This design comes from an exercise in tuning for small area on the open sky130 flow, not from production work. In this exercise RTL edits were held to simulation tests only and were not proved equivalent to the original. Power and IR drop assume default switching activity.

Setup of old:
==> flow/design.v (excerpt) <==
module my_chip (
    input  logic [11:0] io_in,
    output logic [11:0] io_out,
    input  logic clock,
    input  logic reset
);
==> flow/config.mk <==
export PLATFORM = sky130hd
export DESIGN_NAME = my_chip
export DESIGN_NICKNAME = my_chip
export VERILOG_FILES = /design/flow/design.v
export SDC_FILE = /design/flow/constraint.sdc
export NUM_CORES = 4
export LEC_CHECK = 0
export CAP_MARGIN = 20
export CORE_MARGIN = 2
export CORE_UTILIZATION = 40
export SLEW_MARGIN = 20
==> flow/constraint.sdc <==
create_clock -name core_clock -period 10.0 [get_ports {clock}]
set_input_delay 2.0000 -clock core_clock [delete_from_list [all_inputs] [get_ports {clock}]]
set_output_delay 2.0000 -clock core_clock [all_outputs]
set_load 0.01 [all_outputs]
standard.sh (not shown) runs the stock make flow with config.mk's settings and CLKGATE_MAP_FILE= SYNTH_SCRIPT=/design/flow/synth_recipe.tcl, a recipe that flattens the netlist after the stock synthesis.
==> flow/flow/run.sh <==
#!/bin/bash
# Layout flow: the standard ORFS flow (standard.sh) with these changes:
#  - synthesis maps logic with an area-oriented ABC script (flow/abc.script,
#    which includes a time-limited &deepsyn) in place of ORFS's abc_speed.script;
#    everything else in ORFS's scripts is unchanged
#  - no half/full adder extraction before ABC (ADDER_MAP_FILE empty)
#  - clock tree synthesis without dummy load cells, using clkbuf_8 buffers
#  - port buffers are inserted as buf_1
#  - one tie cell drives all constant outputs (SKIP_REPAIR_TIE_FANOUT)
# Each tool's output is in standard.log and in ORFS's logs under orfs/logs.
set -euo pipefail
rm -rf scripts_mod
cp -r "$FLOW_HOME/scripts" scripts_mod
cp flow/abc.script scripts_mod/abc_speed.script
export SCRIPTS_DIR="$PWD/scripts_mod"
export ADDER_MAP_FILE=
export CTS_ARGS="-sink_clustering_enable -repair_clock_nets -dont_use_dummy_load -buf_list sky130_fd_sc_hd__clkbuf_8 -sink_clustering_size 30 -sink_clustering_max_diameter 100"
export SKIP_REPAIR_TIE_FANOUT=1
export BUFFER_PORTS_ARGS="-buffer_cell sky130_fd_sc_hd__buf_1"
bash standard.sh > standard.log 2>&1
==> flow/flow/abc.script <==
strash
dc2
balance; rewrite; refactor; balance; rewrite; rewrite -z; balance; refactor -z; rewrite -z; balance
&get -n
&deepsyn -T 200
&dch -f
&nf -R 1000 -p
&put
topo
For new, these inputs were changed with respect to old:
--- a/flow/design.v
+++ b/flow/design.v
@@ -57,24 +57,25 @@
   logic chg, chg_n;
   logic [1:0] wr, wr_n;
   logic [2:0] alg, alg_n;
   logic [5:0] otp;
   logic [3:0] vi;
   logic [2:0] vj;
   assign vi = s[3:0];
   assign vj = p[14:12];
   logic v_last_bit, v_done;
   assign v_last_bit = (vi == 4'd11);
   assign v_done = v_last_bit & (vj == 3'd7);
-  logic [3:0] vidx;
-  assign vidx = vi - {1'b0, vj};
+  logic [3:0] vsh, vidx;
+  assign vsh = (vj <= 3'd5) ? {1'b0, vj} : (alg == 3'd2) ? 4'hF : 4'hD;   
+  assign vidx = vi - vsh;
   logic osel;   
   always_comb begin
     case (vidx)
       4'd0: osel = otp[0];
       4'd1: osel = otp[1];
       4'd2: osel = otp[2];
       4'd3: osel = otp[3];
       4'd4: osel = otp[4];
       4'd5: osel = otp[5];
       default: osel = 1'b0;
     endcase
@@ -85,35 +86,27 @@
   logic tb, xb;   
   always_comb begin
     tb = 1'b0;
     if (vj <= 3'd5) begin
       case (alg)
         3'd0: tb = (vj == 3'd1) & osel;
         3'd1: tb = (vj == 3'd2) & osel;
         3'd2: tb = (vj <= 3'd1) & osel;
         3'd3: tb = ((vj == 3'd0) | (vj == 3'd2)) & osel;
         3'd4: tb = otp[vj] & osel;
         3'd5: tb = (vj <= 3'd2) & osel;
-        3'd6: tb = 1'b0;
+        3'd6: tb = (vj == 3'd3) & (vidx <= 4'd2) & osel;   
         default: tb = ((vj == 3'd0) | (vj == 3'd3)) & osel;
       endcase
     end else if (vj == 3'd6) begin
-      case (vi)
-        4'd0: tb = (alg == 3'd2) ? otp[1] : (alg == 3'd6) & otp[3];
-        4'd1: tb = (alg == 3'd2) ? otp[2] : (alg == 3'd6) & otp[4];
-        4'd2: tb = (alg == 3'd2) ? otp[3] : (alg == 3'd6) & otp[5];
-        4'd3: tb = (alg == 3'd2) ? otp[4] : (alg == 3'd6) & otp[0];
-        4'd4: tb = (alg == 3'd2) ? otp[5] : (alg == 3'd6) & otp[1];
-        4'd5: tb = (alg == 3'd6) & otp[2];
-        default: tb = 1'b0;
-      endcase
+      tb = ((alg == 3'd2) | (alg == 3'd6)) & osel;
     end else begin
       tb = ((alg == 3'd0) & (vi == 4'd0)) | ((alg == 3'd6) & C6[vi]);
     end
     case (alg)
       3'd1: xb = (vj == 3'd0) & X1[vi];
       3'd3: xb = (vj == 3'd0);
       3'd5: xb = (vj == 3'd0) & X5[vi];
       default: xb = 1'b0;
     endcase
   end
   logic mb, vd, bo_n, mism_n;
[summary]
new | status: complete | timing, DRC, antenna: pass. Compared with old, in new global-route usage held; critical path arrival now sits lower. In new, the fraction of power consumed by the clock network came out 12 points above the value in old. Compared with old, in new violation count after the first detailed-route iteration down 11%; switching fraction of total power now sits lower; effective utilization at floorplan went up 0.71 points; met3 demand-to-capacity share in global routing decreased 0.59 points. Diff new..old | sequential cell count | unchanged. Changes observed in new relative to old: minimum setup slack in the final design up 460 ps, cell internal power dissipation moved down.

---

my_chip, a different RTL version from the one above (not shown whole).
Size in the first run: about 510 cells after synthesis, roughly 93 flip-flops, roughly 26 I/O pins, about 0.0043 mm2 of cells after synthesis.
Settings: LEC_CHECK=0, CAP_MARGIN=20, CORE_MARGIN=2, CORE_UTILIZATION=40, SLEW_MARGIN=20; clock period 10.0 ns.
==> flow/flow/run.sh <==
#!/bin/bash
# Layout flow: the standard ORFS flow (standard.sh) with three changes:
#  - synthesis maps logic with an area-oriented ABC script (flow/abc.script) in
#    place of ORFS's abc_speed.script; everything else in ORFS's scripts is unchanged
#  - no half/full adder extraction before ABC (ADDER_MAP_FILE empty)
#  - clock tree synthesis without dummy load cells, using clkbuf_8 buffers
#  - port buffers are inserted as buf_1
set -euo pipefail
rm -rf scripts_mod
cp -r "$FLOW_HOME/scripts" scripts_mod
cp flow/abc.script scripts_mod/abc_speed.script
export SCRIPTS_DIR="$PWD/scripts_mod"
export ADDER_MAP_FILE=
export CTS_ARGS="-sink_clustering_enable -repair_clock_nets -dont_use_dummy_load -buf_list sky130_fd_sc_hd__clkbuf_8 -sink_clustering_size 30 -sink_clustering_max_diameter 100"
export BUFFER_PORTS_ARGS="-buffer_cell sky130_fd_sc_hd__buf_1"
bash standard.sh > standard.log 2>&1
==> flow/flow/abc.script <==
strash
dc2
balance; rewrite; refactor; balance; rewrite; rewrite -z; balance; refactor -z; rewrite -z; balance
dc2
balance; rewrite; refactor; balance; rewrite; rewrite -z; balance; refactor -z; rewrite -z; balance
&get -n
&dch -f
&nf -R 1000 -p
&put
topo
Next try:
--- a/flow/design.v
+++ b/flow/design.v
@@ -1,53 +1,50 @@
 `default_nettype none
 module debounce (
     input  logic clock,
-    input  logic rst_pending,   
+    input  logic reset,
     input  logic btn,
     output logic press
 );
   logic s1, s2;
   always_ff @(posedge clock) begin
     s1 <= btn;
     s2 <= s1;
   end
   localparam logic [7:0] Z = 8'hf0;
-  localparam logic [7:0] K = 8'h10;
   logic [7:0] y, x, xn;
-  logic fresh;
   assign x = y ^ Z;
-  assign fresh = (x == 8'h7f);
-  assign press = fresh & ~rst_pending;
-  assign xn = {x[6:0], ~(x[7] ^ (x[0] & x[4])) | fresh};
-  always_ff @(posedge clock) begin
-    if (s2 & ~rst_pending) y <= xn ^ Z;
-    else if (s2) y <= K;
+  assign press = (x == 8'h7f);
+  assign xn = {x[6:0], ~(x[7] ^ (x[0] & x[4])) | press};
+  always_ff @(posedge clock or posedge reset) begin
+    if (reset) y <= 8'h00;
+    else if (s2) y <= xn ^ Z;
     else y <= 8'h00;
   end
 endmodule
 module ChipInterface (
     input  logic clock,
     input  logic reset,
     input  logic [4:0] btn,
     output logic [5:0] led
 );
-  logic rst_pending;
-  always_ff @(posedge clock or posedge reset) begin
-    if (reset) rst_pending <= 1'b1;
-    else rst_pending <= 1'b0;
-  end
   logic confirm, clear, asel_p, e0, e1;
-  debounce d0 (.clock(clock), .rst_pending(rst_pending), .btn(btn[0]), .press(confirm));
-  debounce d1 (.clock(clock), .rst_pending(rst_pending), .btn(btn[1]), .press(clear));
-  debounce d2 (.clock(clock), .rst_pending(rst_pending), .btn(btn[2]), .press(asel_p));
-  debounce d3 (.clock(clock), .rst_pending(rst_pending), .btn(btn[3]), .press(e0));
-  debounce d4 (.clock(clock), .rst_pending(rst_pending), .btn(btn[4]), .press(e1));
+  debounce d0 (.clock(clock), .reset(reset), .btn(btn[0]), .press(confirm));
+  debounce d1 (.clock(clock), .reset(reset), .btn(btn[1]), .press(clear));
+  debounce d2 (.clock(clock), .reset(reset), .btn(btn[2]), .press(asel_p));
+  debounce d3 (.clock(clock), .reset(reset), .btn(btn[3]), .press(e0));
+  debounce d4 (.clock(clock), .reset(reset), .btn(btn[4]), .press(e1));
   typedef enum logic [2:0] {IDLE = 3'b000, TIMEOUT = 3'b001, INPUT = 3'b010, VERIFY = 3'b011,
                             PASS = 3'b100, FAIL = 3'b101, LOCK = 3'b110, ALGO = 3'b111} state_t;
   state_t st, st_n;
+  logic rst_pending;
+  always_ff @(posedge clock or posedge reset) begin
+    if (reset) rst_pending <= 1'b1;
+    else rst_pending <= 1'b0;
+  end
   logic [14:0] p, p_n;
   logic [5:0] s, s_n;
   logic p_end, p_zero, clr;
   always_ff @(posedge clock) begin
     p <= p_n;
     s <= s_n;
   end
Result:
- global-route usage drops by 0.17 points
- area after synthesis rose by 3.4%
- first-iteration DRC count increases by 23%
- total power came out lower by 48%
- clock-buffer cell count does not change
- wire length climbs by 0.84%
- combinational power went down by 97%
- die area goes up by 3.2%
- setup slack improved by 260 ps
- worst hold slack stays flat
- via count drops by 1.3%
- clock power is higher by about 3%
- synthesized cell count fell by 3.6%
- design area grows by 3.3%

-- re-timing with driven ports --
Ports are ideal in the flow. The routed layouts listed here were re-timed in OpenROAD. Step 1 (the two cells are an assumption about what drives the block):
set clk [get_ports {clock}]
set_driving_cell -lib_cell sky130_fd_sc_hd__clkbuf_16 $clk
set_driving_cell -lib_cell sky130_fd_sc_hd__buf_2 [delete_from_list [all_inputs] $clk]
Step 2 also shifts input and output timing later by t, the mid clock arrival at the registers, as if the neighbouring blocks saw the same clock. a / b / c = no drivers / after step 1 / after step 2; a / b = the first two.
run | t, ns | setup slack, ns | worst setup path at the end
old | 0.380 | 6.061 / 6.061 / 6.061 | register to register
new | 0.369 | 6.526 / 6.526 / 6.526 | register to register
the first run of note 2 | 0.371 | 6.027 / 6.027 / 6.027 | register to register
the second run of note 2 | 0.386 | 6.290 / 6.290 / 6.290 | register to register
After both steps every run listed still meets setup and hold.
